Context: an optimization exercise on an open-source flow, tuned for small area. The choices shown serve that exercise and are no tape-out recipe. Function was checked by simulation only, so behaviour that the tests miss may differ from the original. Power is estimated from default activity; no workload was simulated.

<file path="flow/flow/synth.tcl">
# Standard synthesis (synth_recipe.tcl), with the final ABC technology mapping
# run through our own area script (deepsyn) instead of ORFS's.
proc abc {args} {
  set i [lsearch -exact $args -script]
  if { $i >= 0 } {
    lset args [expr {$i + 1}] $::env(OWN_ABC_SCRIPT)
  }
  puts "own abc: $args"
  yosys abc {*}$args
}
source $::env(OWN_WORK)/synth_recipe.tcl
</file>
<file path="flow/constraint.sdc">
create_clock -name core_clock -period 10.0 [get_ports {clk}]
set_input_delay 2.0000 -clock core_clock [delete_from_list [all_inputs] [get_ports {clk}]]
set_output_delay 2.0000 -clock core_clock [all_outputs]
set_load 0.01 [all_outputs]
</file>
<file path="flow/flow/run.sh">
#!/bin/bash
# Own layout flow: the standard flow, except
#  - synthesis maps the logic with flow/abc.script and without ORFS's adder cells
#    (registers come out exactly as in the standard synthesis);
#  - the port buffers are the smallest buffer, sky130_fd_sc_hd__buf_1.
# Each tool's output goes to its own log in this folder.
set -euo pipefail
export OWN_WORK=$(pwd)
export OWN_ABC_SCRIPT=$OWN_WORK/flow/abc.script
sed -e "s#SYNTH_SCRIPT=[^ ]*#SYNTH_SCRIPT=$OWN_WORK/flow/synth.tcl ADDER_MAP_FILE=#" standard.sh > own_synth.sh
bash own_synth.sh synth > synth.log 2>&1
export BUFFER_PORTS_ARGS="-buffer_cell sky130_fd_sc_hd__buf_1"
export CTS_ARGS="-sink_clustering_enable -repair_clock_nets -dont_use_dummy_load -buf_list {sky130_fd_sc_hd__clkbuf_4 sky130_fd_sc_hd__clkbuf_8} -sink_clustering_size 16 -sink_clustering_max_diameter 60"
bash standard.sh > layout.log 2>&1
</file>
<file path="flow/standard.sh">
#!/bin/bash
# synth_recipe.tcl (not shown) runs the flow's synth.tcl, then flattens the netlist and writes it again
# the make line also repeats each setting of config.mk as NAME=value (left out here)
make -C /OpenROAD-flow-scripts/flow DESIGN_CONFIG=/design/flow/config.mk WORK_HOME=/design/flow/orfs CLKGATE_MAP_FILE= SYNTH_SCRIPT=/design/flow/synth_recipe.tcl "${@:-finish}"
</file>
<file path="flow/design.v">
module scanner (address, data_out, start_scan, data_in, ready_second_buffer, start_second_buffer,
				ready_to_transfer, transfer, flush_signal, state, wr_en, read_inc, clk, rst);
	output reg [2:0] state;
	output wire [7:0] data_out;
	output reg [3:0] address;
	output wire ready_second_buffer, start_second_buffer, ready_to_transfer;
	input [7:0] data_in;
	input start_scan, transfer, flush_signal, clk, rst;
	input wr_en, read_inc;
	parameter lowPower = 3'b000, active = 3'b001, standby = 3'b010, idle = 3'b011, flush = 3'b100, transtage = 3'b101;
	reg [2:0] next;
	reg [1:0] level;
	assign ready_to_transfer = level[1] | level[0];
	assign ready_second_buffer = level[1];
	assign start_second_buffer = level[1] & level[0];
	reg [3:0] read_address;
	reg mem_rst, read_inc_delayed, read_inc_edge;
	reg wr_en_delayed, wr_en_edge;
	reg [7:0] m [0:9];
	wire go_to_standby = ready_second_buffer;
	wire rd_end = read_address[3] & read_address[1];
	wire [7:0] wdata = data_in & {8{mem_rst}};
	wire wr = wr_en_edge & wr_en;
	assign data_out = read_address[3] ? (read_address[1] ? 8'd0 : read_address[0] ? m[9] : m[8])
	                                  : m[read_address[2:0]];
	always @(posedge clk) begin
		if (~mem_rst) begin
			wr_en_delayed <= 1'b0;
			wr_en_edge <= 1'b0;
			address <= 4'd0;
		end else begin
			wr_en_delayed <= wr_en;
			wr_en_edge <= wr_en ^ wr_en_delayed;
			if (wr_en_edge & ~wr_en)
				address <= address + 1'd1;
		end
	end
	genvar g;
	generate for (g = 0; g < 10; g = g + 1) begin : mem
		always @(posedge clk)
			if (~mem_rst | (wr & (address == g)))
				m[g] <= wdata;
	end endgenerate
	always @(posedge clk) begin
		if (~rst) begin
			state <= lowPower;
			read_inc_delayed <= 1'b0;
			read_inc_edge <= 1'b0;
			mem_rst <= 1'b0;
		end else begin
			state <= next;
			read_inc_delayed <= read_inc;
			read_inc_edge <= read_inc ^ read_inc_delayed;
			mem_rst <= state[1] | state[0];
		end
	end
	wire st_low = ~state[2] & ~state[1] & ~state[0];
	wire st_active = ~state[2] & ~state[1] & state[0];
	wire st_standby = state[1] & ~state[0];
	wire st_idle = state[1] & state[0];
	wire st_flush = state[2] & ~state[1] & ~state[0];
	wire st_trans = state[2] & ~state[1] & state[0];
	always @(posedge clk) begin
		if (~rst) begin
			level <= 2'd0;
			read_address <= 4'b0;
			next <= lowPower;
		end else begin
			if (st_low) begin
				level <= 2'd0;
				read_address <= 4'b0;
				if (start_scan && transfer == 1'b0)
					next <= active;
				else if (go_to_standby)
					next <= standby;
				else
					next <= lowPower;
			end
			if (st_active) begin
				if (transfer)
					next <= transtage;
				else if (address == 4'd10)
					next <= idle;
				else
					next <= active;
				if (address >= 4'd8)
					level <= 2'd3;
				else if (address >= 4'd7 && level != 2'd3)
					level <= 2'd2;
			end
			if (st_standby) begin
				if (start_scan && transfer == 1'b0)
					next <= active;
				else
					next <= standby;
			end
			if (st_idle) begin
				level <= 2'd1;
				if (transfer)
					next <= transtage;
				else if (flush_signal)
					next <= flush;
				else
					next <= idle;
			end
			if (st_flush) begin
				if (address == 4'd0)
					next <= lowPower;
				else
					next <= flush;
			end
			if (st_trans) begin
				if (rd_end)
					next <= lowPower;
				else begin
					next <= transtage;
					if (read_inc_edge && read_inc)
						read_address <= read_address + 1'b1;
				end
			end
		end
	end
endmodule
module top (data_out1, data_out2, state, state2, ready_to_transfer, ready_to_transfer2,
			data_in1, data_in2, start_scan, transfer_input, wr_en1, read_inc1, wr_en2, read_inc2, clk, rst);
	output [2:0] state, state2;
	output ready_to_transfer, ready_to_transfer2;
	output wire [7:0] data_out1, data_out2;
	input [7:0] data_in1, data_in2;
	input start_scan, transfer_input, wr_en1, read_inc1, wr_en2, read_inc2, clk, rst;
	wire start_second_buffer, ready_second_buffer;
	wire start_first_buffer, ready_first_buffer;
	wire [3:0] address1, address2;
	reg flush_signal, flush_signal2, transfer, transfer2;
	scanner scan (address1, data_out1, start_scan | start_first_buffer, data_in1, ready_second_buffer, start_second_buffer, ready_to_transfer, transfer, flush_signal, state, wr_en1, read_inc1, clk, rst);
	scanner scan2 (address2, data_out2, start_second_buffer, data_in2, ready_first_buffer, start_first_buffer, ready_to_transfer2, transfer2, flush_signal2, state2, wr_en2, read_inc2, clk, rst);
	always @(posedge clk) begin
		if (~rst) begin
			transfer <= 1'b0;
			transfer2 <= 1'b0;
			flush_signal <= 1'b0;
			flush_signal2 <= 1'b0;
		end else begin
			if (ready_to_transfer && transfer_input) transfer <= 1'b1;
			else if (address1 == 4'b0) transfer <= 1'b0;
			if (ready_to_transfer2 && transfer_input) transfer2 <= 1'b1;
			else if (address2 == 4'b0) transfer2 <= 1'b0;
			flush_signal <= (address2 >= 4'd4) && (address1 >= 4'd9);
			flush_signal2 <= (address1 >= 4'd4) && (address2 >= 4'd9);
		end
	end
endmodule
module serial_out(bit_out, char_sent, trans_en, load, data_in, tick, shift_t, clk, rst);
	output reg bit_out;
	output wire char_sent;
	input trans_en, load, tick, shift_t, clk, rst;
	input [7:0] data_in;
	reg [3:0] BSC;
	reg [3:0] BIC;
	reg [9:0] bitShift;
	wire parity = ^data_in;
	wire sr_shift = shift_t & (BSC == 4'b1111);
	assign char_sent = BIC[3] & BIC[2];
	always @(posedge clk) begin
		if (~rst) begin
			BSC <= 4'b0;
			BIC <= 4'd0;
		end else if (tick) begin
			if (~trans_en) begin
				BSC <= 4'b0;
				BIC <= 4'd0;
			end else begin
				BSC <= BSC + 1'b1;
				if (BIC >= 4'd11)
					BIC <= 4'd12;
				else if (BSC == 4'b1111)
					BIC <= BIC + 4'd1;
			end
		end
	end
	always @(posedge clk) begin
		if (~rst) begin
			bitShift <= 10'h3ff;
			bit_out <= 1'b1;
		end else begin
			if (load)
				bitShift <= {parity, data_in, 1'b0};
			else if (sr_shift)
				bitShift <= {1'b1, bitShift[9:1]};
			if (sr_shift)
				bit_out <= bitShift[0];
		end
	end
endmodule
module serial_in(data_out, char_received, ser_data_in, tick, shift_t, clk, rst);
	output [7:0] data_out;
	output wire char_received;
	input ser_data_in, tick, shift_t, clk, rst;
	reg en;
	reg [3:0] BSC;
	reg [3:0] BIC;
	reg [10:1] bitShift;
	wire sr_shift = shift_t & (BSC == 4'b0111);
	assign char_received = BIC[3] & BIC[2];
	assign data_out = bitShift[8:1];
	always @(posedge clk) begin
		if (~rst)
			en <= 1'b0;
		else if (char_received)
			en <= 1'b0;
		else if (~ser_data_in)
			en <= 1'b1;
	end
	always @(posedge clk) begin
		if (~rst) begin
			BSC <= 4'b0;
			BIC <= 4'd0;
		end else if (tick) begin
			if (~en) begin
				BSC <= 4'b0;
				BIC <= 4'd0;
			end else begin
				BSC <= BSC + 1'b1;
				if (BIC >= 4'd11)
					BIC <= 4'd12;
				else if (BSC == 4'b1111)
					BIC <= BIC + 4'd1;
			end
		end
	end
	always @(posedge clk) begin
		if (~rst)
			bitShift <= 10'h3ff;
		else if (sr_shift)
			bitShift <= {ser_data_in, bitShift[10:2]};
	end
endmodule
module network_sys(ready_to_transfer_in_0, ready_to_transfer_in_1, cpu_data_in_0, cpu_data_in_1, char_received, char_sent, net_data_in,
		ser_data_out, state, state2, hex0, hex1, hex2, hex3,
		ser_data_in, scanner_rst, start_scanning, start_transfer, cpu_data_out_0, cpu_data_out_1, wr_en1, wr_en2, read_inc1, read_inc2,
		trans_en, load, net_data_out, clk, rst);
	output wire [2:0] state, state2;
	output ready_to_transfer_in_0, ready_to_transfer_in_1;
	output ser_data_out;
	output wire [7:0] cpu_data_in_0, cpu_data_in_1;
	output wire char_received, char_sent;
	output wire [7:0] net_data_in;
	output wire [6:0] hex0, hex1, hex2, hex3;
	input clk, rst, ser_data_in;
	input scanner_rst, start_scanning, start_transfer;
	input [7:0] cpu_data_out_0, cpu_data_out_1;
	input wr_en1, wr_en2, read_inc1, read_inc2;
	input trans_en, load;
	input [7:0] net_data_out;
	wire scan_rst = rst & scanner_rst;
	top top(
		.data_out1(cpu_data_in_0), .data_out2(cpu_data_in_1),
		.state(state), .state2(state2),
		.ready_to_transfer(ready_to_transfer_in_0), .ready_to_transfer2(ready_to_transfer_in_1),
		.data_in1(cpu_data_out_0), .data_in2(cpu_data_out_1),
		.start_scan(start_scanning), .transfer_input(start_transfer),
		.wr_en1(wr_en1), .read_inc1(read_inc1), .wr_en2(wr_en2), .read_inc2(read_inc2),
		.clk(clk), .rst(scan_rst));
	reg [7:0] tBase;
	always @(posedge clk)
		if (~rst) tBase <= 8'd0;
		else tBase <= tBase + 1'b1;
	wire tick = (tBase == 8'd127);
	wire shift_t = (tBase == 8'd129);
	serial_out ser_out (ser_data_out, char_sent, trans_en, load, net_data_out, tick, shift_t, clk, rst);
	serial_in ser_in (net_data_in, char_received, ser_data_in, tick, shift_t, clk, rst);
	function [3:0] digit;
		input [7:0] n;
		reg [2:0] r;
		begin
			r = n[7:1] % 7'd5;
			digit = {(r == 3'd2) | (r == 3'd3), (r == 3'd1) | (r == 3'd2),
				(r == 3'd1) | (r == 3'd2) | (r == 3'd4), n[0]};
		end
	endfunction
	function [6:0] seg;
		input [3:0] c;
		begin
			seg[0] = (~c[3] & ~c[1] & c[0]) | (c[3] & c[2] & ~c[0]);
			seg[1] = (c[3] & ~c[2] & ~c[0]) | (c[3] & c[2] & c[0]);
			seg[2] = (~c[3] & c[2] & ~c[0]);
			seg[3] = (c[3] & c[2] & ~c[0]) | (~c[2] & c[0]);
			seg[4] = (c[3] & c[2]) | c[0];
			seg[5] = (~c[3] & c[2]) | (~c[1] & c[0]);
			seg[6] = ~((c[3] & ~c[0]) | c[1]);
		end
	endfunction
	reg [3:0] d0, d1, d2, d3;
	always @(posedge clk) begin
		d0 <= digit(cpu_data_in_0);
		d1 <= digit(cpu_data_out_0);
		d2 <= digit(cpu_data_in_1);
		d3 <= digit(cpu_data_out_1);
	end
	assign hex0 = seg(d0);
	assign hex1 = seg(d1);
	assign hex2 = seg(d2);
	assign hex3 = seg(d3);
endmodule
</file>
<file path="flow/flow/abc.script">
&get -n
&deepsyn -T 120
&put
dch
map -a
topo
stime -c
buffer -c
upsize -c
dnsize -c
</file>
<file path="flow/config.mk">
export PLATFORM = sky130hd
export DESIGN_NAME = network_sys
export DESIGN_NICKNAME = network_sys
export VERILOG_FILES = /design/flow/design.v
export SDC_FILE = /design/flow/constraint.sdc
export NUM_CORES = 4
export LEC_CHECK = 0
export ABC_AREA = 1
export CAP_MARGIN = 20
export CORE_MARGIN = 2
export CORE_UTILIZATION = 60
export CTS_BUF_LIST = sky130_fd_sc_hd__clkbuf_2 sky130_fd_sc_hd__clkbuf_4 sky130_fd_sc_hd__clkbuf_8
export PLACE_DENSITY = 0.7
export SLEW_MARGIN = 20
</file>
==> PnR_summary.wiki, run 1 <==
{| class="wikitable"
! Metric !! Value
|-
| Run status || no timing/DRC/antenna violations
|-
| Worst hold endpoint || top.scan.state[1]$_SDFF_PN0_
|-
| Destination of the worst register-to-register timing path || d2[2]$_DFF_P_
|-
| Dominant cell by count in the synthesized netlist || sky130_fd_sc_hd__nor2_1
|-
| Clock edge transition at the registers on the reported setup and hold paths || 0.09 ns
|-
| Clock tree from TritonCTS || yes
|-
| Die ar. || 19600 sq um
|-
| Period utilisation layout || 46.7%
|-
| Top-level port count || 99
|-
| Number of post-CTS setup repair buffers || 0
|-
| Dominant cell type by area after synthesis || sky130_fd_sc_hd__edfxtp_1
|-
| Total CTS buffers || 20
|-
| Critical path startpoint category || register
|-
| Iteration count of the initial detailed-routing pass || 20
|-
| Maximum number of pins on one net before global-route repair || 22
|-
| Pwr/cell area || 146 nW/um^2
|-
| Routed vias/inst || 5.63
|-
| Worst slew margin relative to its limit || 33.0%
|-
| Source of the worst register-to-register timing path || top.scan2.read_address[1]$_SDFF_PN0_
|-
| Post-synthesis register bit count || 268
|-
| Place WS || 5.92 ns
|-
| Area overhead of the layout relative to synthesis || 8.48%
|-
| Wire length of the first global-routing pass || 38200 microns
|-
| Number of cells upsized or downsized after cts || 0
|-
| FP Rows || 49
|-
| Leakage power total || 4.89 nW
|-
| Post-synth top area share || 43.2%
|-
| Final Hold Violating Endpoints || 0
|-
| CP peak stage delay || 0.64 ns
|-
| Bufs on Longest Clock Path || 3
|-
| Cell Chain, Critical Path || inv_2 > nor2_4 > inv_2 > nor2_1 > a22oi_1 > a31oi_1 > a221oi_1 > inv_1 > buf_1
|-
| Actual transition at the worst max-transition pin || 0.999 ns
|-
| Dominant register cell in the synthesized netlist || sky130_fd_sc_hd__edfxtp_1
|-
| Share of the core filled with cells in the final layout || 66.7%
|-
| Sum of net half-perimeters after detailed placement || 17200 microns
|-
| Commonest cells post-synth || sky130_fd_sc_hd__nor2_1 (196), sky130_fd_sc_hd__edfxtp_1 (160), sky130_fd_sc_hd__inv_1 (140), sky130_fd_sc_hd__dfxtp_1 (108), sky130_fd_sc_hd__nand2_1 (91)
|-
| Setup repair after global routing missed its margin || false
|-
| Number of diodes || 0
|-
| Peak ir drop on the vdd network || 0.107 mV
|-
| Cells after synthesis || 1109
|-
| Final Max Slew Viols || 0
|-
| Capturing element type of the critical path || output port
|-
| Launching instance or port of the critical path || top.scan2.read_address[1]$_SDFF_PN0_
|-
| EDFF count, synth || 160
|-
| Routed wirelength normalized by instance count || 16.1 microns
|-
| # hold bufs at CTS || 0
|-
| Via count of the first global-routing pass || 7802
|-
| Number of sinks driven by the clock tree || 268
|-
| Cell occurring most often along the worst timing path || sky130_fd_sc_hd__inv_2
|-
| Max Cap Viol || 0
|-
| CP Max Fanout || 13
|-
| Final Wtd Congestion || 0.931
|-
| Initial antenna violation count || 0
|-
| Slack of the worst reg-to-reg path || 6.78 ns
|-
| Final worst setup slack || 5.33 ns
|-
| CP delay by family, top || flip-flops
|-
| DIE HEIGHT || 140 microns
|-
| Detailed-route wire length || 23400 microns
|-
| Synth async-reset ratio || 0%
|-
| Timing-limited maximum frequency || 214 MHz
|-
| Dominant cells by area after synthesis || sky130_fd_sc_hd__edfxtp_1 (43%), sky130_fd_sc_hd__dfxtp_1 (19%), sky130_fd_sc_hd__nor2_1 (6.6%)
|-
| Required time at the worst-slack endpoint || 8.00 ns
|-
| Buf+Inv Stages, Crit Path || 4
|-
| Worst clock skew || 0.0122 ns
|-
| Share of the yosys chip area belonging to registers || 62.7%
|-
| Initial standard-cell utilization of the core || 61.5%
|-
| Total DRC errors in the routed layout || 0
|-
| Slowest stage cell on the critical path || sky130_fd_sc_hd__dfxtp_1
|-
| Summed negative setup slack over all endpoints || 0 ns
|-
| Core area || 18100 sq um
|-
| Post-synthesis average cell area || 10.0 sq um
|-
| Insertion delay of the later-clocked pin in the worst-skew pair || 0.52 ns
|-
| Data arrival, critical path || 2.67 ns
|-
| Synth cell types || 55
|-
| Nets@finish || 1262
|-
| Die outline width || 140 microns
|-
| Cell chosen for the clock root || sky130_fd_sc_hd__clkbuf_8
|-
| Origin of the worst min-delay path || top.scan.next[1]$_SDFFE_PN0P_
|-
| Type of the worst min-delay path || register to register
|-
| Post-Syn Area || 11100 sq um
|-
| Port Buf Inserts || 98
|-
| Global-route total usage across every layer || 24.0%
|-
| Iteration-0 DRC Markers || 657
|-
| Number of cells on the worst reg-to-reg path || 18
|-
| Fraction of layout cells with a size suffix above 1 || 6.45%
|-
| Vias after detailed routing || 8184
|-
| Final worst path period need || 4.67 ns
|-
| Antenna viol nets, final || 0
|-
| Count of cells along the worst hold path || 2
|-
| H-tree levels || 1
|-
| Setup CP Type || register to output port
|-
| Post-synthesis net count || 1145
|-
| Yosys warns || 6
|-
| Sum of overflow across all layers after global routing || 0
|-
| Final setup vio count || 0
|}
sequential cells by signal, summed over array words and instances, names as in the netlist, 4 cells and up:
signal                  flops
top.scan.m                 80
top.scan2.m                80
ser_in.bitShift            10
ser_out.bitShift           10
tBase                       8
d0                          4
d1                          4
d2                          4
d3                          4
ser_in.BIC                  4
ser_in.BSC                  4
ser_out.BIC                 4
ser_out.BSC                 4
top.scan.address            4
top.scan.read_address       4
top.scan2.address           4
top.scan2.read_address      4
cells in the final DEF (no fill, tap or decap), types with 5 or more instances in the layout:
| cell type | netlist | routed |
|---|---|---|
| sky130_fd_sc_hd__nor2_1 | 196 | 196 |
| sky130_fd_sc_hd__edfxtp_1 | 160 | 160 |
| sky130_fd_sc_hd__inv_1 | 140 | 140 |
| sky130_fd_sc_hd__dfxtp_1 | 108 | 108 |
| sky130_fd_sc_hd__buf_1 | 1 | 98 |
| sky130_fd_sc_hd__nand2_1 | 91 | 91 |
| sky130_fd_sc_hd__a21oi_1 | 70 | 70 |
| sky130_fd_sc_hd__o21ai_0 | 59 | 55 |
| sky130_fd_sc_hd__a22oi_1 | 43 | 43 |
| sky130_fd_sc_hd__nor3_1 | 41 | 41 |
| sky130_fd_sc_hd__nand3_1 | 26 | 26 |
| sky130_fd_sc_hd__o22ai_1 | 24 | 24 |
| sky130_fd_sc_hd__clkbuf_8 | 0 | 20 |
| sky130_fd_sc_hd__buf_4 | 8 | 16 |
| sky130_fd_sc_hd__o21ai_1 | 11 | 15 |
| sky130_fd_sc_hd__inv_2 | 14 | 14 |
| sky130_fd_sc_hd__o31ai_1 | 11 | 10 |
| sky130_fd_sc_hd__a221oi_1 | 6 | 6 |
| sky130_fd_sc_hd__nand4_1 | 6 | 6 |
| sky130_fd_sc_hd__o211ai_1 | 6 | 6 |
| sky130_fd_sc_hd__xnor2_1 | 6 | 6 |
| sky130_fd_sc_hd__nor4_1 | 5 | 5 |
| sky130_fd_sc_hd__a31oi_1 | 5 | 5 |
| sky130_fd_sc_hd__a211oi_1 | 5 | 5 |
metal layers:
metal  part of all wire (%)  GRT usage, %  vias to the layer above
li1                       -             -                     4085
met5                      0             0                        -
met2                     47          40.2                      237
met3                    6.6          4.17                       29
met4                    1.7          5.37                        0
met1                     45          33.3                     3833
worst register-to-register path, cell delays in order, from the launching register on:
cell,delay (ns)
sky130_fd_sc_hd__dfxtp_1,0.64
sky130_fd_sc_hd__inv_2,0.15
sky130_fd_sc_hd__nor2_4,0.20
sky130_fd_sc_hd__inv_2,0.10
sky130_fd_sc_hd__or2_1,0.21
sky130_fd_sc_hd__o21ai_1,0.06
sky130_fd_sc_hd__or4_1,0.14
sky130_fd_sc_hd__nand3_1,0.09
sky130_fd_sc_hd__a21oi_2,0.23
sky130_fd_sc_hd__nand2_2,0.12
sky130_fd_sc_hd__a21oi_2,0.17
sky130_fd_sc_hd__nand2_1,0.10
sky130_fd_sc_hd__a21oi_2,0.20
sky130_fd_sc_hd__nand2_2,0.09
sky130_fd_sc_hd__or2_4,0.25
sky130_fd_sc_hd__o21ai_1,0.14
sky130_fd_sc_hd__a32oi_2,0.07
sky130_fd_sc_hd__nand3_1,0.09
sky130_fd_sc_hd__o21ai_1,0.06
metrics by stage:
step           area, sq um  instances  hold WS (ns)  total power [mW]
2_1_floorplan        11100       1109         0.388              1.26
3_3_place_gp         11800       1433         0.390              1.29
3_5_place_dp         11800       1433         0.400              1.29
4_1_cts              12100       1453         0.411              1.77
5_1_grt              12100       1453         0.434              1.82
6_report             12100       1453         0.407              1.76
kinds of logic (layout without fill, tap and decap cells):
kind of cell | count (synthesis) | in the layout | share of synthesized area [%]
buffers and inverters | 175 | 290 | 6.30
xor gates and xnor gates | 10 | 10 | 0.788
and+or+nand+nor | 387 | 387 | 14.9
AOI/OAI and AO/OA | 269 | 269 | 15.3
DFF | 268 | 268 | 62.7
worst max-delay path by stage:
| stage | to | cells past startpoint |
|---|---|---|
| 3_3_place_gp | cpu_data_in_1[1] | 9 |
| 3_5_place_dp | cpu_data_in_1[1] | 9 |
| 4_1_cts | cpu_data_in_1[1] | 9 |
| 6_report | cpu_data_in_1[1] | 9 |
| 2_1_floorplan | d1[2]$_DFF_P_ | 13 |
| 5_1_grt | cpu_data_in_1[1] | 9 |
cell type report:
| type | count | area, sq um |
|---|---|---|
| clock buffers | 20 | 275 |
| fillers | 1498 | 6030 |
| inverters | 156 | 588 |
| multi-input cells | 666 | 3450 |
| flip-flops and latches | 268 | 6970 |
| well taps | 229 | 287 |
| repair buffers | 114 | 488 |
where the power goes:
group | total [mW] | internal, mW | switching, mW
clock network | 0.497 | 0.180 | 0.316
registers | 1.18 | 1.17 | 0.0103
logic | 0.0829 | 0.0293 | 0.0536
total | 1.76 | 1.38 | 0.380
==> inputs of run 2 (changes only) <==
==> flow/flow/abc.script (replaced) <==
&get -n
&deepsyn -T 120
&put
dch
amap
==> run 2 against run 1 <==
Compared with the run above: still clean on timing, DRC and antenna; worst hold slack better by 0.022 ns; sequential cell count stayed put; sequential power hardly changed; combinational power is 4.8% lower; synthesized cell count is 7.8% lower; final cell count is 5.6% lower; via count is 2.8% lower; global-route usage is 0.059 points lower; non-clock buffer count is 6 lower; clock skew is 0.0083 ns higher; final area is 2.3% lower; critical endpoint is now cpu_data_in_1[5].
==> PnR_summary.wiki, run 2 <==
{| class="wikitable"
! Metric !! Value
|-
| Top-level port count || 99
|-
| Initial standard-cell utilization of the core || 60.7%
|-
| Actual transition at the worst max-transition pin || 1.01 ns
|-
| Number of diodes || 0
|-
| Data arrival, critical path || 3.63 ns
|-
| Sum of overflow across all layers after global routing || 0
|-
| Summed negative setup slack over all endpoints || 0 ns
|-
| Combinational family with the most area after synthesis || simple AND/OR/NAND/NOR gates
|-
| Multiplexer fraction of the synthesized cell area || 0%
|-
| Summed area of non-filler cells in the final layout || 11800 sq um
|-
| Leakage power total || 4.25 nW
|-
| Nets@finish || 1180
|-
| Number of cells upsized or downsized after cts || 0
|-
| Commonest cells post-synth || sky130_fd_sc_hd__nor2_1 (194), sky130_fd_sc_hd__edfxtp_1 (160), sky130_fd_sc_hd__clkinv_1 (109), sky130_fd_sc_hd__dfxtp_1 (108), sky130_fd_sc_hd__o21ai_0 (65)
|-
| Die outline width || 138 microns
|-
| Leading cell type in the layout, fill and taps excluded || sky130_fd_sc_hd__nor2_1
|-
| Period utilisation layout || 56.3%
|-
| Clock edge transition at the registers on the reported setup and hold paths || 0.10 ns
|-
| Clock tree from TritonCTS || yes
|-
| Highest-count cells in the layout ignoring fill and taps || sky130_fd_sc_hd__nor2_1 (194), sky130_fd_sc_hd__edfxtp_1 (160), sky130_fd_sc_hd__clkinv_1 (109)
|-
| Core area || 17800 sq um
|-
| Yosys warns || 6
|-
| Via count of the first global-routing pass || 7495
|-
| # hold bufs at CTS || 0
|-
| Iteration-0 DRC Markers || 783
|-
| Dominant cell type by area after synthesis || sky130_fd_sc_hd__edfxtp_1
|-
| Maximum number of pins on one net before global-route repair || 20
|-
| Required time at the worst-slack endpoint || 8.00 ns
|-
| Worst-case hold slack || 0.429 ns
|-
| Critical path startpoint category || register
|-
| Run status || no timing/DRC/antenna violations
|-
| Number of inserted filler cells in the final layout || 1449
|-
| Post-synthesis register bit count || 268
|-
| Setup repair after global routing missed its margin || false
|-
| Timing-limited maximum frequency || 178 MHz
|-
| Largest registers || top.scan.m x80, top.scan2.m x80
|-
| Iteration count of the initial detailed-routing pass || 8
|-
| H-tree levels || 1
|-
| Xor/xnor share of the synthesized area || 0.162%
|-
| Simple-Gate Fraction of Synth Area || 15.6%
|-
| Die ar. || 19100 sq um
|-
| Insertion delay of the later-clocked pin in the worst-skew pair || 0.53 ns
|-
| Post-synth top area share || 44.4%
|-
| Post-Syn Area || 10800 sq um
|-
| Worst slew margin relative to its limit || 31.8%
|-
| Vias after detailed routing || 7951
|-
| Adder-cell share of the synthesized area || 0%
|-
| Final worst path period need || 5.63 ns
|-
| Number of sinks driven by the clock tree || 268
|-
| Routed vias/inst || 5.80
|-
| Final Hold Violating Endpoints || 0
|-
| Total DRC errors in the routed layout || 0
|-
| Fraction of layout cells with a size suffix above 1 || 2.71%
|-
| Area taken by flip-flops and latches || 6970 sq um
|-
| Synth cell types || 45
|-
| Final setup vio count || 0
|-
| Wire length of the first global-routing pass || 37500 microns
|-
| Post-synthesis average cell area || 10.6 sq um
|-
| Worst clock skew || 0.0205 ns
|-
| DIE HEIGHT || 138 microns
|-
| Final Max Slew Viols || 0
|-
| Antenna viol nets, final || 0
|-
| FP Rows || 49
|-
| Final Wtd Congestion || 0.914
|-
| Share of the yosys chip area belonging to registers || 64.3%
|-
| Sum of net half-perimeters after detailed placement || 16600 microns
|-
| Pwr/cell area || 149 nW/um^2
|-
| Area of the multi-input gates || 3400 sq um
|-
| EDFF count, synth || 160
|-
| Total CTS buffers || 20
|-
| Cells after synthesis || 1022
|-
| Peak ir drop on the vdd network || 0.132 mV
|-
| Setup CP Type || register to output port
|-
| Cell chosen for the clock root || sky130_fd_sc_hd__clkbuf_8
|-
| Number of post-CTS setup repair buffers || 0
|-
| Routed wirelength normalized by instance count || 16.7 microns
|-
| Area overhead of the layout relative to synthesis || 8.77%
|-
| Detailed-route wire length || 22900 microns
|-
| Bufs on Longest Clock Path || 3
|-
| Initial antenna violation count || 0
|-
| Dominant cell by count in the synthesized netlist || sky130_fd_sc_hd__nor2_1
|-
| Port Buf Inserts || 98
|-
| Post-DP Area || 11500 sq um
|-
| Synth Area in Compound Gates || 15.5%
|-
| Type of the worst min-delay path || register to register
|-
| Dominant register cell in the synthesized netlist || sky130_fd_sc_hd__edfxtp_1
|-
| Global-route total usage across every layer || 23.9%
|-
| Post-synthesis net count || 1058
|-
| Synth async-reset ratio || 0%
|-
| Max Cap Viol || 0
|-
| Dominant cells by area after synthesis || sky130_fd_sc_hd__edfxtp_1 (44%), sky130_fd_sc_hd__dfxtp_1 (20%), sky130_fd_sc_hd__nor2_1 (6.7%)
|-
| Capturing element type of the critical path || output port
|-
| CP Max Fanout || 12
|}
-- run 2: worst max-delay path, stage by stage, from the launching register on --
cell	delay [ns]
sky130_fd_sc_hd__dfxtp_1	0.49
sky130_fd_sc_hd__clkinv_1	0.33
sky130_fd_sc_hd__nor2_1	0.44
sky130_fd_sc_hd__clkinv_1	0.31
sky130_fd_sc_hd__nor2_1	0.30
sky130_fd_sc_hd__clkinv_1	0.16
sky130_fd_sc_hd__o32ai_1	0.14
sky130_fd_sc_hd__a2111oi_0	0.11
sky130_fd_sc_hd__a222oi_1	0.47
sky130_fd_sc_hd__clkinv_1	0.20
sky130_fd_sc_hd__buf_1	0.17
-- run 2: cells by family (layout without fill, tap and decap cells) --
family / Yosys count / in the layout
and+or+nand+nor: 387 / 387
AOI/OAI and AO/OA: 248 / 248
DFF: 268 / 268
xor gates and xnor gates: 2 / 2
buffers and inverters: 117 / 237
-- run 2: final timing paths --
| path | startpoint | endpoint | slack, ns | cells past startpoint |
|---|---|---|---|---|
| hold reg to reg | top.scan.wr_en_delayed$_SDFF_PN0_ | top.scan.wr_en_edge$_SDFF_PN0_ | 0.43 | 1 |
| hold / removal | top.scan.wr_en_delayed$_SDFF_PN0_ | top.scan.wr_en_edge$_SDFF_PN0_ | 0.43 | 1 |
| setup reg to reg | top.scan2.read_address[1]$_SDFF_PN0_ | d2[2]$_DFF_P_ | 5.50 | 18 |
| setup / recovery | top.scan2.read_address[1]$_SDFF_PN0_ | cpu_data_in_1[5] | 4.37 | 10 |
-- run 2: report_power, final --
part	leakage, nW	switching (mW)	internal, mW	total (mW)
logic	1.26	0.0502	0.0287	0.0789
clock network	0.144	0.316	0.180	0.496
registers	2.85	0.00954	1.17	1.18
total	4.25	0.375	1.38	1.76
-- run 2: stage by stage --
| stage | power (mW) | instances | util [%] | setup slack [ns] |
|---|---|---|---|---|
| 3_3_place_gp | 1.28 | 1351 | 64.4 | 5.14 |
| 6_report | 1.76 | 1371 | 66.0 | 4.37 |
| 2_1_floorplan | 1.26 | 1022 | - | 5.73 |
| 5_1_grt | 1.82 | 1371 | 66.0 | 3.97 |
| 3_5_place_dp | 1.28 | 1351 | 64.5 | 4.97 |
| 4_1_cts | 1.77 | 1371 | 66.0 | 4.41 |
-- run 2: final cells by class --
type                            count  share of cell area [%]
Multi-Input combinational cell    637                    28.8
Inverter                          109                    3.47
Tap cell                          229                    2.43
Clock buffer                       20                    2.34
Timing Repair Buffer              108                    3.76
Sequential cell                   268                    59.2
-- run 2: per-layer routing --
metal / vias up / global-route usage, % / wire length (microns) / share of wire (%)
met1: 3683 / 33.6 / 10100 / 44
met2: 263 / 39.8 / 10800 / 47
met3: 33 / 3.43 / 1570 / 6.9
li1: 3972 / - / - / -
met4: 0 / 6.12 / 416 / 1.8
met5: - / 0 / 0 / 0
==> inputs of run 3 (changes only) <==
--- a/flow/flow/run.sh
+++ b/flow/flow/run.sh
@@ -12,3 +12,3 @@
 export BUFFER_PORTS_ARGS="-buffer_cell sky130_fd_sc_hd__buf_1"
-export CTS_ARGS="-sink_clustering_enable -repair_clock_nets -dont_use_dummy_load -buf_list {sky130_fd_sc_hd__clkbuf_4 sky130_fd_sc_hd__clkbuf_8} -sink_clustering_size 16 -sink_clustering_max_diameter 60"
+export CTS_ARGS="-sink_clustering_enable -repair_clock_nets -dont_use_dummy_load -buf_list {sky130_fd_sc_hd__clkbuf_8 sky130_fd_sc_hd__clkbuf_16} -sink_clustering_size 25 -sink_clustering_max_diameter 80"
 bash standard.sh > layout.log 2>&1
==> flow/flow/abc.script (replaced) <==
&get -n
&deepsyn -T 120
&put
dch
map -a
topo
stime -c
buffer -c
upsize -c
dnsize -c
==> run 3 against run 2 <==
Compared with the run above: register-to-register slack improved by 1.3 ns; sequential cell count unchanged; highest routed layer unchanged; final area increased by 3.0%; critical endpoint is now cpu_data_in_1[1].
==> PnR_summary.wiki, run 3 <==
{| class="wikitable"
! Metric !! Value
|-
| Run status || no timing/DRC/antenna violations
|-
| Clock edge transition at the registers on the reported setup and hold paths || 0.09 ns
|-
| Detailed-route wire length || 23500 microns
|-
| Post-synth top area share || 43.2%
|-
| Setup CP Type || register to output port
|-
| Post-synthesis average cell area || 10.0 sq um
|-
| CP Max Fanout || 13
|-
| Actual transition at the worst max-transition pin || 1.01 ns
|-
| Sum of net half-perimeters after detailed placement || 17200 microns
|-
| Die ar. || 19600 sq um
|-
| Data arrival, critical path || 2.62 ns
|-
| Worst-case hold slack || 0.404 ns
|-
| Bufs on Longest Clock Path || 3
|-
| Timing-limited maximum frequency || 217 MHz
|-
| Cells after synthesis || 1109
|-
| Dominant register cell in the synthesized netlist || sky130_fd_sc_hd__edfxtp_1
|-
| Tot Pwr || 1.83 mW
|-
| Critical path startpoint category || register
|-
| Synth async-reset ratio || 0%
|-
| DIE HEIGHT || 140 microns
|-
| Cell chosen for the clock root || sky130_fd_sc_hd__clkbuf_16
|-
| Max Cap Viol || 0
|-
| Leading cell type in the layout, fill and taps excluded || sky130_fd_sc_hd__nor2_1
|-
| Core area || 18100 sq um
|-
| Worst slew margin relative to its limit || 32.5%
|-
| Port Buf Inserts || 98
|-
| Share of the core filled with cells in the final layout || 67.1%
|-
| Highest metal used || met4
|-
| Initial standard-cell utilization of the core || 61.5%
|-
| Peak ir drop on the vdd network || 0.115 mV
|-
| Setup repair after global routing missed its margin || false
|-
| Final Wtd Congestion || 0.931
|-
| Number of sinks driven by the clock tree || 268
|-
| Maximum number of pins on one net before global-route repair || 26
|-
| Yosys warns || 6
|-
| EDFF count, synth || 160
|-
| CP peak stage delay || 0.63 ns
|-
| Buf+Inv Stages, Crit Path || 4
|-
| Sum of overflow across all layers after global routing || 0
|-
| Iteration count of the initial detailed-routing pass || 20
|-
| Required time at the worst-slack endpoint || 8.00 ns
|-
| Highest-count cells in the layout ignoring fill and taps || sky130_fd_sc_hd__nor2_1 (196), sky130_fd_sc_hd__edfxtp_1 (160), sky130_fd_sc_hd__inv_1 (140)
|-
| Number of post-CTS setup repair buffers || 0
|-
| Dominant cells by area after synthesis || sky130_fd_sc_hd__edfxtp_1 (43%), sky130_fd_sc_hd__dfxtp_1 (19%), sky130_fd_sc_hd__nor2_1 (6.6%)
|-
| Total CTS buffers || 14
|-
| # hold bufs at CTS || 0
|-
| Number of diodes || 0
|-
| Cell Chain, Critical Path || inv_2 > nor2_4 > inv_2 > nor2_1 > a22oi_1 > a31oi_1 > a221oi_1 > inv_1 > buf_1
|-
| Area overhead of the layout relative to synthesis || 9.15%
|-
| Capturing element type of the critical path || output port
|-
| Antenna viol nets, final || 0
|-
| Final Max Slew Viols || 0
|-
| Commonest cells post-synth || sky130_fd_sc_hd__nor2_1 (196), sky130_fd_sc_hd__edfxtp_1 (160), sky130_fd_sc_hd__inv_1 (140), sky130_fd_sc_hd__dfxtp_1 (108), sky130_fd_sc_hd__nand2_1 (91)
|-
| Worst clock skew || 0.0217 ns
|-
| Routed vias/inst || 5.67
|-
| Routed length on met1 || 10600 microns
|-
| Die outline width || 140 microns
|-
| Post-Syn Area || 11100 sq um
|-
| Post-synthesis register bit count || 268
|-
| Iteration-0 DRC Markers || 656
|-
| Global-route total usage across every layer || 24.0%
|-
| Top-level port count || 99
|-
| Post-synthesis net count || 1145
|-
| Final setup vio count || 0
|-
| Pwr/cell area || 151 nW/um^2
|-
| Routed wirelength normalized by instance count || 16.2 microns
|-
| Wire length of the first global-routing pass || 38200 microns
|-
| Vias after detailed routing || 8207
|-
| Insertion delay of the later-clocked pin in the worst-skew pair || 0.48 ns
|-
| FP Rows || 49
|-
| Final worst path period need || 4.62 ns
|-
| Synth cell types || 55
|-
| Total DRC errors in the routed layout || 0
|-
| Leakage power total || 4.92 nW
|-
| Routed met3 length || 1430 microns
|-
| Dominant cell by count in the synthesized netlist || sky130_fd_sc_hd__nor2_1
|-
| Cell occurring most often along the worst timing path || sky130_fd_sc_hd__inv_2
|-
| Met2 wirelength from detailed routing || 11100 microns
|-
| Slowest stage cell on the critical path || sky130_fd_sc_hd__dfxtp_1
|-
| Largest registers || top.scan.m x80, top.scan2.m x80
|-
| Number of inserted filler cells in the final layout || 1485
|-
| Dominant cell type by area after synthesis || sky130_fd_sc_hd__edfxtp_1
|-
| Type of the worst min-delay path || register to register
|-
| Fraction of layout cells with a size suffix above 1 || 5.99%
|-
| CP delay by family, top || flip-flops
|-
| Clock tree from TritonCTS || yes
|-
| Nets@finish || 1256
|-
| Via count of the first global-routing pass || 7805
|-
| Final Hold Violating Endpoints || 0
|-
| Period utilisation layout || 46.2%
|-
| Summed negative setup slack over all endpoints || 0 ns
|-
| Number of cells upsized or downsized after cts || 0
|-
| H-tree levels || 1
|-
| Initial antenna violation count || 0
|-
| Share of the yosys chip area belonging to registers || 62.7%
|}
run 3: final cells by class:
type / instances / area [sq um] / area share [%]
flip-flops and latches: 268 / 6970 / 57.4
inverters: 156 / 588 / 4.85
multi-input cells: 666 / 3450 / 28.5
repair buffers: 114 / 488 / 4.02
well taps: 229 / 287 / 2.36
clock buffers: 14 / 350 / 2.89
run 3: path summary, 6_finish.rpt:
path | from | depth (start not counted) | slack [ns] | endpoint
max | top.scan2.read_address[1]$_SDFF_PN0_ | 9 | 5.38 | cpu_data_in_1[1]
max reg2reg | top.scan2.read_address[1]$_SDFF_PN0_ | 18 | 6.80 | d2[2]$_DFF_P_
min reg2reg | top.scan2.next[1]$_SDFFE_PN0P_ | 2 | 0.40 | top.scan2.state[1]$_SDFF_PN0_
min | top.scan2.next[1]$_SDFFE_PN0P_ | 2 | 0.40 | top.scan2.state[1]$_SDFF_PN0_
run 3: stage by stage:
step / cell area [sq um] / setup WS (ns) / instances
final: 12100 / 5.38 / 1447
after global routing: 12100 / 5.13 / 1447
after CTS: 12100 / 5.41 / 1447
after detailed placement: 11800 / 5.92 / 1433
after global placement: 11800 / 6.02 / 1433
after floorplan: 11100 / 6.49 / 1109
run 3: cells by family after synthesis:
kind of cell	Yosys count	share of synthesized area [%]
and+or+nand+nor	387	14.9
AOI/OAI and AO/OA	269	15.3
DFF	268	62.7
buffers and inverters	175	6.30
xor gates and xnor gates	10	0.788
run 3: metal layers:
layer,vias to the layer above,global-route usage (%)
met1,3882,33.2
met4,0,4.68
met3,26,3.69
met5,-,0
li1,4073,-
met2,226,40.9
run 3: where the power goes:
group	internal [mW]	switching (mW)	leakage [nW]	total (mW)
Sequential	1.17	0.0104	2.85	1.18
Combinational	0.0293	0.0535	1.90	0.0828
Clock	0.252	0.315	0.173	0.567
run 3: worst reg2reg max path, stage by stage (launching register included):
cell and delay [ns]:
sky130_fd_sc_hd__dfxtp_1 0.63, sky130_fd_sc_hd__inv_2 0.15, sky130_fd_sc_hd__nor2_4 0.20, sky130_fd_sc_hd__inv_2 0.10, sky130_fd_sc_hd__or2_1 0.21, sky130_fd_sc_hd__o21ai_1 0.06
sky130_fd_sc_hd__or4_1 0.14, sky130_fd_sc_hd__nand3_1 0.09, sky130_fd_sc_hd__a21oi_2 0.23, sky130_fd_sc_hd__nand2_2 0.12, sky130_fd_sc_hd__a21oi_2 0.17, sky130_fd_sc_hd__nand2_1 0.10
sky130_fd_sc_hd__a21oi_2 0.20, sky130_fd_sc_hd__nand2_2 0.09, sky130_fd_sc_hd__or2_4 0.25, sky130_fd_sc_hd__o21ai_1 0.14, sky130_fd_sc_hd__a32oi_2 0.07, sky130_fd_sc_hd__nand3_1 0.09
sky130_fd_sc_hd__o21ai_1 0.06
==> inputs of run 4 (changes only) <==
--- a/flow/design.v
+++ b/flow/design.v
@@ -46,4 +46,2 @@
 			state <= lowPower;
-			read_inc_delayed <= 1'b0;
-			read_inc_edge <= 1'b0;
 			mem_rst <= 1'b0;
@@ -51,4 +49,2 @@
 			state <= next;
-			read_inc_delayed <= read_inc;
-			read_inc_edge <= read_inc ^ read_inc_delayed;
 			mem_rst <= state[1] | state[0];
@@ -56,2 +52,6 @@
 	end
+	always @(posedge clk) begin
+		read_inc_delayed <= read_inc;
+		read_inc_edge <= read_inc ^ read_inc_delayed;
+	end
 	wire st_low = ~state[2] & ~state[1] & ~state[0];
--- a/flow/flow/run.sh
+++ b/flow/flow/run.sh
@@ -12,3 +12,3 @@
 export BUFFER_PORTS_ARGS="-buffer_cell sky130_fd_sc_hd__buf_1"
-export CTS_ARGS="-sink_clustering_enable -repair_clock_nets -dont_use_dummy_load -buf_list {sky130_fd_sc_hd__clkbuf_8 sky130_fd_sc_hd__clkbuf_16} -sink_clustering_size 25 -sink_clustering_max_diameter 80"
+export CTS_ARGS="-sink_clustering_enable -repair_clock_nets -dont_use_dummy_load -buf_list {sky130_fd_sc_hd__clkbuf_4} -sink_clustering_size 10 -sink_clustering_max_diameter 40"
 bash standard.sh > layout.log 2>&1
==> flow/flow/abc.script (replaced) <==
&get -n
&deepsyn -T 120
&put
dch
amap
==> run 4 against run 3 <==
Compared with the run above: sequential share of layout area is 2.5 points higher; largest cell class unchanged; synthesized cell count shrank 9.6%; still clean on timing, DRC and antenna; sequential cell count unchanged; clock skew grew 0.053 ns; register-to-register slack lost 0.61 ns; synthesized area decreased by 3.8%; clock-buffer cell count rose by 23; final area fell by 4.1%; global-route usage rose by 0.62 points; highest routed layer unchanged.
==> PnR_summary.wiki, run 4 <==
{| class="wikitable"
! Metric !! Value
|-
| Run status || no timing/DRC/antenna violations
|-
| Max Cap Viol || 0
|-
| Leading cell type in the layout, fill and taps excluded || sky130_fd_sc_hd__nor2_1
|-
| Routed wirelength normalized by instance count || 16.7 microns
|-
| Initial standard-cell utilization of the core || 61.6%
|-
| Post-synthesis average cell area || 10.7 sq um
|-
| Dominant register cell in the synthesized netlist || sky130_fd_sc_hd__edfxtp_1
|-
| Origin of the worst min-delay path || top.scan.wr_en_delayed$_SDFF_PN0_
|-
| Post-synthesis register bit count || 268
|-
| Synth Area in Compound Gates || 15.1%
|-
| Synth cell types || 46
|-
| Final setup vio count || 0
|-
| Number of inserted filler cells in the final layout || 1371
|-
| Fin cells || 1362
|-
| Via count of the first global-routing pass || 7310
|-
| Critical path startpoint category || register
|-
| Insertion delay of the later-clocked pin in the worst-skew pair || 0.64 ns
|-
| Bufs on Longest Clock Path || 3
|-
| Number of post-CTS setup repair buffers || 0
|-
| EDFF count, synth || 160
|-
| Simple-Gate Fraction of Synth Area || 15.8%
|-
| Commonest cells post-synth || sky130_fd_sc_hd__nor2_1 (204), sky130_fd_sc_hd__edfxtp_1 (160), sky130_fd_sc_hd__dfxtp_1 (108), sky130_fd_sc_hd__clkinv_1 (96), sky130_fd_sc_hd__o21ai_0 (62)
|-
| Share of the yosys chip area belonging to registers || 65.1%
|-
| # hold bufs at CTS || 0
|-
| Sum of net half-perimeters after detailed placement || 16100 microns
|-
| Final worst path period need || 5.05 ns
|-
| Setup repair after global routing missed its margin || false
|-
| Die ar. || 18900 sq um
|-
| Cells after synthesis || 1002
|-
| FP Rows || 48
|-
| Wire length of the first global-routing pass || 36000 microns
|-
| Capturing element type of the critical path || output port
|-
| Clock edge transition at the registers on the reported setup and hold paths || 0.10 ns
|-
| Launching instance or port of the critical path || top.scan.read_address[2]$_SDFF_PN0_
|-
| Dominant cell type by area after synthesis || sky130_fd_sc_hd__edfxtp_1
|-
| Initial antenna violation count || 1
|-
| Vias after detailed routing || 7926
|-
| Yosys warns || 6
|-
| Worst clock skew || 0.0747 ns
|-
| Period utilisation layout || 50.5%
|-
| Setup CP Type || register to output port
|-
| Final Hold Violating Endpoints || 0
|-
| Dominant cells by area after synthesis || sky130_fd_sc_hd__edfxtp_1 (45%), sky130_fd_sc_hd__dfxtp_1 (20%), sky130_fd_sc_hd__nor2_1 (7.2%)
|-
| Multiplexer fraction of the synthesized cell area || 0%
|-
| Post-synth top area share || 44.9%
|-
| Source of the worst register-to-register timing path || top.scan2.read_address[1]$_SDFF_PN0_
|-
| Leakage power total || 4.28 nW
|-
| Maximum number of pins on one net before global-route repair || 18
|-
| Tot Pwr || 1.75 mW
|-
| Timing-limited maximum frequency || 198 MHz
|-
| Required time at the worst-slack endpoint || 8.00 ns
|-
| Summed negative setup slack over all endpoints || 0 ns
|-
| Data arrival, critical path || 3.05 ns
|-
| Total DRC errors in the routed layout || 0
|-
| Worst slew margin relative to its limit || 29.3%
|-
| Post-synthesis net count || 1038
|-
| Largest registers || top.scan.m x80, top.scan2.m x80
|-
| Final Max Slew Viols || 0
|-
| DIE HEIGHT || 138 microns
|-
| Total CTS buffers || 37
|-
| Area taken by flip-flops and latches || 6970 sq um
|-
| Fraction of layout cells with a size suffix above 1 || 4.05%
|-
| Post-Syn Area || 10700 sq um
|-
| Cell chosen for the clock root || sky130_fd_sc_hd__clkbuf_4
|-
| Area overhead of the layout relative to synthesis || 8.71%
|-
| Routed vias/inst || 5.82
|-
| Nets@finish || 1174
|-
| Port Buf Inserts || 98
|-
| Share of the core filled with cells in the final layout || 67.0%
|-
| Core area || 17400 sq um
|-
| Synth async-reset ratio || 0%
|-
| Global-route total usage across every layer || 24.6%
|-
| Highest-count cells in the layout ignoring fill and taps || sky130_fd_sc_hd__nor2_1 (204), sky130_fd_sc_hd__edfxtp_1 (160), sky130_fd_sc_hd__dfxtp_1 (108)
|-
| Number of placed instances, taps included || 1324
|-
| Final Wtd Congestion || 0.843
|-
| Top-level port count || 99
|-
| Number of cells upsized or downsized after cts || 0
|-
| Clock tree from TritonCTS || yes
|-
| Die outline width || 138 microns
|-
| Sum of overflow across all layers after global routing || 0
|-
| Area of the multi-input gates || 3320 sq um
|-
| Antenna viol nets, final || 0
|-
| Adder-cell share of the synthesized area || 0%
|-
| Number of sinks driven by the clock tree || 268
|-
| Combinational family with the most area after synthesis || simple AND/OR/NAND/NOR gates
|-
| Worst-case hold slack || 0.437 ns
|-
| Detailed-route wire length || 22700 microns
|-
| Actual transition at the worst max-transition pin || 1.03 ns
|-
| Dominant cell by count in the synthesized netlist || sky130_fd_sc_hd__nor2_1
|-
| CP Max Fanout || 16
|-
| Peak ir drop on the vdd network || 0.107 mV
|-
| Iteration count of the initial detailed-routing pass || 6
|-
| Pwr/cell area || 151 nW/um^2
|-
| Type of the worst min-delay path || register to register
|-
| H-tree levels || 2
|-
| Iteration-0 DRC Markers || 587
|-
| Xor/xnor share of the synthesized area || 0.0819%
|}
-- run 4: cell count changes after synthesis, sizes merged, moves of 9 or more --
cell,before,now
inv,155,0
clkinv,1,96
a21oi,74,33
nand2,93,54
a22oi,43,7
nor2b,0,24
o22ai,24,42
nand3,26,11
nor3,45,58
o22a,0,12
o21ai,71,62
-- run 4: path summary, 6_finish.rpt --
path | to | slack (ns) | cells past startpoint
setup reg to reg | d2[2]$_DFF_P_ | 6.19 | 16
hold / removal | top.scan.wr_en_edge$_SDFF_PN0_ | 0.44 | 1
hold reg to reg | top.scan.wr_en_edge$_SDFF_PN0_ | 0.44 | 1
setup / recovery | cpu_data_in_0[6] | 4.95 | 7
-- run 4: cell families after synthesis --
group | count (synthesis)
AOI/OAI and AO/OA | 243
xor gates and xnor gates | 1
buffers and inverters | 104
DFF | 268
and+or+nand+nor | 386
-- run 4: routing by layer --
layer | track usage (%) | share of wire, % | vias up
met3 | 4.56 | 7.6 | 40
met4 | 7.45 | 1.7 | 0
li1 | - | - | 3920
met2 | 37.4 | 44 | 284
met1 | 36.3 | 47 | 3682
met5 | 0 | 0 | -
-- run 4: per-stage QoR --
step           area, sq um  setup slack, ns
3_5_place_dp         11400             5.64
2_1_floorplan        10700             6.18
6_report             11600             4.95
4_1_cts              11600             4.95
5_1_grt              11600             4.69
3_3_place_gp         11300             5.73
-- run 4: worst max-delay path, stage by stage, from the launching register on --
cell and delay (ns):
sky130_fd_sc_hd__dfxtp_1 0.33, sky130_fd_sc_hd__clkinv_1 0.08, sky130_fd_sc_hd__nand2_1 0.35, sky130_fd_sc_hd__o21ai_0 0.34, sky130_fd_sc_hd__nor3_1 0.09, sky130_fd_sc_hd__a2111oi_0 0.88, sky130_fd_sc_hd__clkinv_1 0.17, sky130_fd_sc_hd__buf_1 0.17
-- run 4: area by class of cell --
cell class	count	area share [%]
Antenna cell	1	0.0215
Clock buffer	37	2.39
Inverter	96	3.10
Multi-Input combinational cell	630	28.6
Sequential cell	268	59.9
Tap cell	225	2.42
Timing Repair Buffer	105	3.61
-- run 4: where the power goes --
part           switching, mW  internal [mW]
registers            0.00978           1.17
logic                 0.0481         0.0284
clock network          0.325          0.171
==> inputs of run 5 (changes only) <==
--- a/flow/flow/run.sh
+++ b/flow/flow/run.sh
@@ -12,3 +12,3 @@
 export BUFFER_PORTS_ARGS="-buffer_cell sky130_fd_sc_hd__buf_1"
-export CTS_ARGS="-sink_clustering_enable -repair_clock_nets -dont_use_dummy_load -buf_list {sky130_fd_sc_hd__clkbuf_4} -sink_clustering_size 10 -sink_clustering_max_diameter 40"
+export CTS_ARGS="-sink_clustering_enable -repair_clock_nets -dont_use_dummy_load -buf_list {sky130_fd_sc_hd__clkbuf_4} -sink_clustering_size 10 -sink_clustering_max_diameter 60"
 bash standard.sh > layout.log 2>&1
==> run 5 against run 4 <==
Compared with the run above: largest power group unchanged; still clean on timing, DRC and antenna; final area fell by 0.45%; power is 2.4% lower; clock skew fell by 0.046 ns; highest routed layer unchanged; via count increased by 0.26%; final cell count is 0.51% lower; synthesized area unchanged; non-clock buffer count is the same.
==> PnR_summary.wiki, run 5 <==
{| class="wikitable"
! Metric !! Value
|-
| Cells after synthesis || 1002
|-
| Part of the power in combinational logic || 4.5%
|-
| Bufs on Longest Clock Path || 3
|-
| Yosys warns || 6
|-
| Run status || no timing/DRC/antenna violations
|-
| Actual transition at the worst max-transition pin || 1.03 ns
|-
| Timing-limited maximum frequency || 196 MHz
|-
| Final Max Slew Viols || 0
|-
| Final Wtd Congestion || 0.843
|-
| Routed wirelength normalized by instance count || 16.7 microns
|-
| Final Hold Violating Endpoints || 0
|-
| Number of sinks driven by the clock tree || 268
|-
| # hold bufs at CTS || 0
|-
| Dominant register cell in the synthesized netlist || sky130_fd_sc_hd__edfxtp_1
|-
| Capturing element type of the critical path || output port
|-
| Power share of the sequential group || 69.0%
|-
| Number of post-CTS setup repair buffers || 0
|-
| Summed negative setup slack over all endpoints || 0 ns
|-
| Switch share || 21.8%
|-
| Top-level port count || 99
|-
| Sum of overflow across all layers after global routing || 0
|-
| Synth cell types || 46
|-
| Final worst path period need || 5.09 ns
|-
| Initial antenna violation count || 1
|-
| Clock edge transition at the registers on the reported setup and hold paths || 0.11 ns
|-
| Detailed-route wire length || 22700 microns
|-
| Worst-case hold slack || 0.439 ns
|-
| CP Max Fanout || 16
|-
| Total DRC errors in the routed layout || 0
|-
| Antenna viol nets, final || 0
|-
| DIE HEIGHT || 138 microns
|-
| Initial standard-cell utilization of the core || 61.6%
|-
| Core area || 17400 sq um
|-
| Period utilisation layout || 50.9%
|-
| Pwr/cell area || 148 nW/um^2
|-
| Port Buf Inserts || 98
|-
| Origin of the worst min-delay path || top.scan.wr_en_delayed$_SDFF_PN0_
|-
| H-tree levels || 1
|-
| Dominant cell type by area after synthesis || sky130_fd_sc_hd__edfxtp_1
|-
| Insertion delay of the later-clocked pin in the worst-skew pair || 0.67 ns
|-
| Vias after detailed routing || 7947
|-
| Total CTS buffers || 30
|-
| Leading cell type in the layout, fill and taps excluded || sky130_fd_sc_hd__nor2_1
|-
| Routed vias/inst || 5.86
|-
| Die outline width || 138 microns
|-
| EDFF count, synth || 160
|-
| Fraction of layout cells with a size suffix above 1 || 3.45%
|-
| Peak ir drop on the vdd network || 0.100 mV
|-
| Setup CP Type || register to output port
|-
| Maximum number of pins on one net before global-route repair || 18
|-
| Relative contribution of the clock network to total power || 26.5%
|-
| Type of the worst min-delay path || register to register
|-
| Dominant cell by count in the synthesized netlist || sky130_fd_sc_hd__nor2_1
|-
| Count of cells along the worst hold path || 1
|-
| Global-route total usage across every layer || 24.3%
|-
| Iteration-0 DRC Markers || 654
|-
| Post-synthesis register bit count || 268
|-
| Number of cells on the worst reg-to-reg path || 16
|-
| Post-synthesis average cell area || 10.7 sq um
|-
| Net load switching power || 0.373 mW
|-
| Destination of the worst register-to-register timing path || d2[2]$_DFF_P_
|-
| Post-synthesis net count || 1038
|-
| Commonest cells post-synth || sky130_fd_sc_hd__nor2_1 (204), sky130_fd_sc_hd__edfxtp_1 (160), sky130_fd_sc_hd__dfxtp_1 (108), sky130_fd_sc_hd__clkinv_1 (96), sky130_fd_sc_hd__o21ai_0 (62)
|-
| Setup repair after global routing missed its margin || false
|-
| Number of cells upsized or downsized after cts || 0
|-
| Worst hold endpoint || top.scan.wr_en_edge$_SDFF_PN0_
|-
| Required time at the worst-slack endpoint || 8.00 ns
|-
| Sum of net half-perimeters after detailed placement || 16100 microns
|-
| Nets@finish || 1167
|-
| Critical path startpoint category || register
|-
| Dominant cells by area after synthesis || sky130_fd_sc_hd__edfxtp_1 (45%), sky130_fd_sc_hd__dfxtp_1 (20%), sky130_fd_sc_hd__nor2_1 (7.2%)
|-
| Max Cap Viol || 0
|-
| Slack of the worst reg-to-reg path || 6.17 ns
|-
| Highest-count cells in the layout ignoring fill and taps || sky130_fd_sc_hd__nor2_1 (204), sky130_fd_sc_hd__edfxtp_1 (160), sky130_fd_sc_hd__dfxtp_1 (108)
|-
| Final setup vio count || 0
|-
| Wire length of the first global-routing pass || 35900 microns
|-
| FP Rows || 48
|-
| Area overhead of the layout relative to synthesis || 8.22%
|-
| Synth async-reset ratio || 0%
|-
| Die ar. || 18900 sq um
|-
| Source of the worst register-to-register timing path || top.scan2.read_address[1]$_SDFF_PN0_
|-
| Post-Syn Area || 10700 sq um
|-
| Iteration count of the initial detailed-routing pass || 5
|-
| Worst clock skew || 0.0284 ns
|-
| Leakage power total || 4.24 nW
|-
| Internal Dissipation || 1.34 mW
|-
| Largest registers || top.scan.m x80, top.scan2.m x80
|-
| Post-synth top area share || 44.9%
|-
| Clock tree from TritonCTS || yes
|-
| Data arrival, critical path || 3.09 ns
|-
| Worst slew margin relative to its limit || 29.4%
|-
| Share of the yosys chip area belonging to registers || 65.1%
|-
| Via count of the first global-routing pass || 7262
|-
| Cell chosen for the clock root || sky130_fd_sc_hd__clkbuf_4
|}
run 5: cells by family (layout without fill, tap and decap cells):
group                     after synthesis  after routing  synth area share [%]
xor gates and xnor gates                1              1                0.0819
and+or+nand+nor                       386            386                  15.8
DFF                                   268            268                  65.1
other                                   0              1                     0
AOI/OAI and AO/OA                     243            243                  15.1
buffers and inverters                 104            231                  3.93
run 5: how the worst max path moves through the flow:
stage	endpoint	slack, ns	cells past startpoint	start
final	cpu_data_in_0[6]	4.91	6	top.scan.read_address[0]$_SDFF_PN0_
after global routing	cpu_data_in_0[6]	4.63	7	top.scan.read_address[0]$_SDFF_PN0_
after CTS	cpu_data_in_0[6]	4.90	6	top.scan.read_address[0]$_SDFF_PN0_
after detailed placement	cpu_data_in_0[6]	5.64	6	top.scan.read_address[0]$_SDFF_PN0_
after global placement	cpu_data_in_0[6]	5.73	7	top.scan.read_address[0]$_SDFF_PN0_
after floorplan	cpu_data_in_1[7]	6.18	6	top.scan2.read_address[1]$_SDFF_PN0_
run 5: cell type report:
cell class	instances	area [sq um]
Antenna cell	1	2.50
Multi-Input combinational cell	630	3320
Timing Repair Buffer	105	420
Clock buffer	30	225
Inverter	96	360
Fill cell	1386	5780
Tap cell	225	282
Sequential cell	268	6970
run 5: worst max-delay path, cell delays in order, from the launching register on:
cell and delay, ns:
sky130_fd_sc_hd__dfxtp_1 0.41, sky130_fd_sc_hd__nand2_1 0.38, sky130_fd_sc_hd__o21ai_0 0.35, sky130_fd_sc_hd__nor3_1 0.08, sky130_fd_sc_hd__a2111oi_0 0.88, sky130_fd_sc_hd__clkinv_1 0.17
sky130_fd_sc_hd__buf_1 0.17
run 5: power groups by stage:
stage               logic [mW]  registers, mW  clock network, mW
detailed placement      0.0767           1.21                  0
CTS                     0.0770           1.18              0.467
global placement        0.0749           1.21                  0
global route            0.0879           1.18              0.505
finish                  0.0766           1.18              0.453
floorplan               0.0523           1.20                  0
run 5: routing by layer:
metal,global-route usage [%],vias to the layer above,share of wire (%)
li1,-,3917,-
met1,36.4,3697,47
met2,37.4,299,44
met3,3.68,34,7.5
met4,6.36,0,1.5
met5,0,-,0
run 5: through the flow:
step | instance area (sq um) | utilization (%) | total power [mW] | worst slack [ns] | std cells
2_1_floorplan | 10700 | - | 1.26 | 6.18 | 1002
3_3_place_gp | 11300 | 65.3 | 1.28 | 5.73 | 1324
3_5_place_dp | 11400 | 65.4 | 1.28 | 5.64 | 1324
4_1_cts | 11600 | 66.7 | 1.72 | 4.90 | 1354
5_1_grt | 11600 | 66.7 | 1.78 | 4.63 | 1355
6_report | 11600 | 66.7 | 1.71 | 4.91 | 1355
==> inputs of run 6 (changes only) <==
--- a/flow/config.mk
+++ b/flow/config.mk
@@ -12,2 +12,3 @@
 export CTS_BUF_LIST = sky130_fd_sc_hd__clkbuf_2 sky130_fd_sc_hd__clkbuf_4 sky130_fd_sc_hd__clkbuf_8
+export GPL_TIMING_DRIVEN = 0
 export PLACE_DENSITY = 0.7
==> run 6 against run 5 <==
Compared with the run above: still clean; wire length grew 0.11%; via count fell by 0.15%; global-route usage down 0.16 points; sequential power about the same; clock-buffer cell count is the same; worst hold slack worse by 0.0032 ns; largest power group unchanged.
==> PnR_summary.wiki, run 6 <==
{| class="wikitable"
! Metric !! Value
|-
| Setup repair after global routing missed its margin || false
|-
| Cells after synthesis || 1002
|-
| EDFF count, synth || 160
|-
| Initial standard-cell utilization of the core || 61.6%
|-
| Bufs on Longest Clock Path || 3
|-
| Run status || no timing/DRC/antenna violations
|-
| Clock edge transition at the registers on the reported setup and hold paths || 0.10 ns
|-
| Worst clock skew || 0.0360 ns
|-
| Critical path startpoint category || register
|-
| Core area || 17400 sq um
|-
| Clock tree from TritonCTS || yes
|-
| Type of the worst min-delay path || register to register
|-
| Post-synthesis register bit count || 268
|-
| Number of sinks driven by the clock tree || 268
|-
| Final setup vio count || 0
|-
| Dominant register cell in the synthesized netlist || sky130_fd_sc_hd__edfxtp_1
|-
| Post-Syn Area || 10700 sq um
|-
| Maximum number of pins on one net before global-route repair || 18
|-
| Sum of net half-perimeters after detailed placement || 15500 microns
|-
| Largest registers || top.scan.m x80, top.scan2.m x80
|-
| Leading cell type in the layout, fill and taps excluded || sky130_fd_sc_hd__nor2_1
|-
| Required time at the worst-slack endpoint || 8.00 ns
|-
| Number of cells upsized or downsized after cts || 0
|-
| Sum of overflow across all layers after global routing || 0
|-
| Summed negative setup slack over all endpoints || 0 ns
|-
| Top-level port count || 99
|-
| Antenna viol nets, final || 0
|-
| Highest-count cells in the layout ignoring fill and taps || sky130_fd_sc_hd__nor2_1 (204), sky130_fd_sc_hd__edfxtp_1 (160), sky130_fd_sc_hd__dfxtp_1 (108)
|-
| Die outline width || 138 microns
|-
| Launching instance or port of the critical path || top.scan2.read_address[1]$_SDFF_PN0_
|-
| Dominant cells by area after synthesis || sky130_fd_sc_hd__edfxtp_1 (45%), sky130_fd_sc_hd__dfxtp_1 (20%), sky130_fd_sc_hd__nor2_1 (7.2%)
|-
| Origin of the worst min-delay path || top.scan2.read_inc_delayed$_DFF_P_
|-
| Insertion delay of the later-clocked pin in the worst-skew pair || 0.70 ns
|-
| Source of the worst register-to-register timing path || top.scan.read_address[1]$_SDFF_PN0_
|-
| Post-synthesis average cell area || 10.7 sq um
|-
| Final Hold Violating Endpoints || 0
|-
| Global-route total usage across every layer || 24.2%
|-
| Capturing element type of the critical path || output port
|-
| Routed wirelength normalized by instance count || 16.7 microns
|-
| Pwr/cell area || 147 nW/um^2
|-
| Commonest cells post-synth || sky130_fd_sc_hd__nor2_1 (204), sky130_fd_sc_hd__edfxtp_1 (160), sky130_fd_sc_hd__dfxtp_1 (108), sky130_fd_sc_hd__clkinv_1 (96), sky130_fd_sc_hd__o21ai_0 (62)
|-
| Initial antenna violation count || 1
|-
| Synth cell types || 46
|-
| M1 GR Usage || 35.9%
|-
| Wire length of the first global-routing pass || 35500 microns
|-
| Post-synthesis net count || 1038
|-
| Cell chosen for the clock root || sky130_fd_sc_hd__clkbuf_4
|-
| Grt met3 use || 3.79%
|-
| Nets@finish || 1174
|-
| DIE HEIGHT || 138 microns
|-
| Total DRC errors in the routed layout || 0
|-
| Setup CP Type || register to output port
|-
| Yosys warns || 6
|-
| Post-synth top area share || 44.9%
|-
| Die ar. || 18900 sq um
|-
| Worst slew margin relative to its limit || 30.9%
|-
| Detailed-route wire length || 22700 microns
|-
| Dominant cell type by area after synthesis || sky130_fd_sc_hd__edfxtp_1
|-
| Peak-usage layer in the global routing report || met2
|-
| GR met2 Demand/Resource || 36.8%
|-
| Final worst path period need || 5.24 ns
|-
| Slowest stage cell on the critical path || sky130_fd_sc_hd__a2111oi_0
|-
| CP peak stage delay || 0.78 ns
|-
| Timing-limited maximum frequency || 191 MHz
|-
| Synth async-reset ratio || 0%
|-
| Leakage power total || 4.27 nW
|-
| Area overhead of the layout relative to synthesis || 8.83%
|-
| Actual transition at the worst max-transition pin || 1.02 ns
|-
| Routed vias/inst || 5.83
|-
| Via count of the first global-routing pass || 7194
|-
| Period utilisation layout || 52.4%
|}
## run 6: cell count changes in the layout (fill, tap and decap cells not counted), sizes merged
cell	previous run	this run
buf	105	112
## run 6: metrics by stage
step	total power, mW	worst slack, ns	hold WS, ns	std cells	cell area, sq um
2_1_floorplan	1.26	6.18	0.411	1002	10700
3_3_place_gp	1.28	5.47	0.414	1325	11300
3_5_place_dp	1.28	5.49	0.420	1330	11400
4_1_cts	1.72	4.73	0.435	1360	11600
5_1_grt	1.78	4.43	0.447	1362	11600
6_report	1.72	4.76	0.436	1362	11600
## run 6: critical path: cells and delay by family (launching register included)
family	cells	cell delay (ns)
AO/OA/AOI/OAI	2	1.11
AND/OR/NAND/NOR	2	0.57
flip-flops	1	0.35
buffers and inverters	3	0.53
## run 6: layout make-up
| class | instances | area, sq um |
|---|---|---|
| Inverter | 96 | 360 |
| Tap cell | 225 | 282 |
| Buffer | 8 | 60.1 |
| Clock buffer | 30 | 225 |
| Timing Repair Buffer | 104 | 413 |
| Fill cell | 1373 | 5710 |
| Sequential cell | 268 | 6970 |
| Antenna cell | 1 | 2.50 |
| Multi-Input combinational cell | 630 | 3330 |
## run 6: cells by family (layout without fill, tap and decap cells)
logic type	Yosys count	count (layout)	share of synthesized area [%]
xor gates and xnor gates	1	1	0.0819
AOI/OAI and AO/OA	243	243	15.1
DFF	268	268	65.1
other	0	1	0
buffers and inverters	104	238	3.93
and+or+nand+nor	386	386	15.8
## run 6: routing by layer
metal	share of wire, %	vias to the layer above	wire (microns)
li1	-	3926	-
met1	47	3721	10600
met2	44	246	10000
met3	7.0	42	1590
met4	2.1	0	471
met5	0	-	0
## run 6: worst paths after layout
path                                                   endpoint  cells after the start  slack (ns)
worst min register to register  top.scan2.read_inc_edge$_DFF_P_                      1        0.44
worst max-delay path                           cpu_data_in_1[6]                      7        4.76
worst min-delay path            top.scan2.read_inc_edge$_DFF_P_                      1        0.44
worst max register to register                    d0[2]$_DFF_P_                     17        6.08
## run 6: where the power goes
| group | internal (mW) | total [mW] | switching, mW |
|---|---|---|---|
| clock network | 0.137 | 0.459 | 0.322 |
| registers | 1.17 | 1.18 | 0.00947 |
| logic | 0.0284 | 0.0767 | 0.0483 |
| total | 1.34 | 1.72 | 0.380 |

Setup slack of run 6, layout unchanged: 4.758 ns with ideal ports, 4.719 ns with driving cells assumed (clock clkbuf_16, inputs buf_2), 5.439 ns with port delays also shifted by the 0.720 ns mid clock arrival.
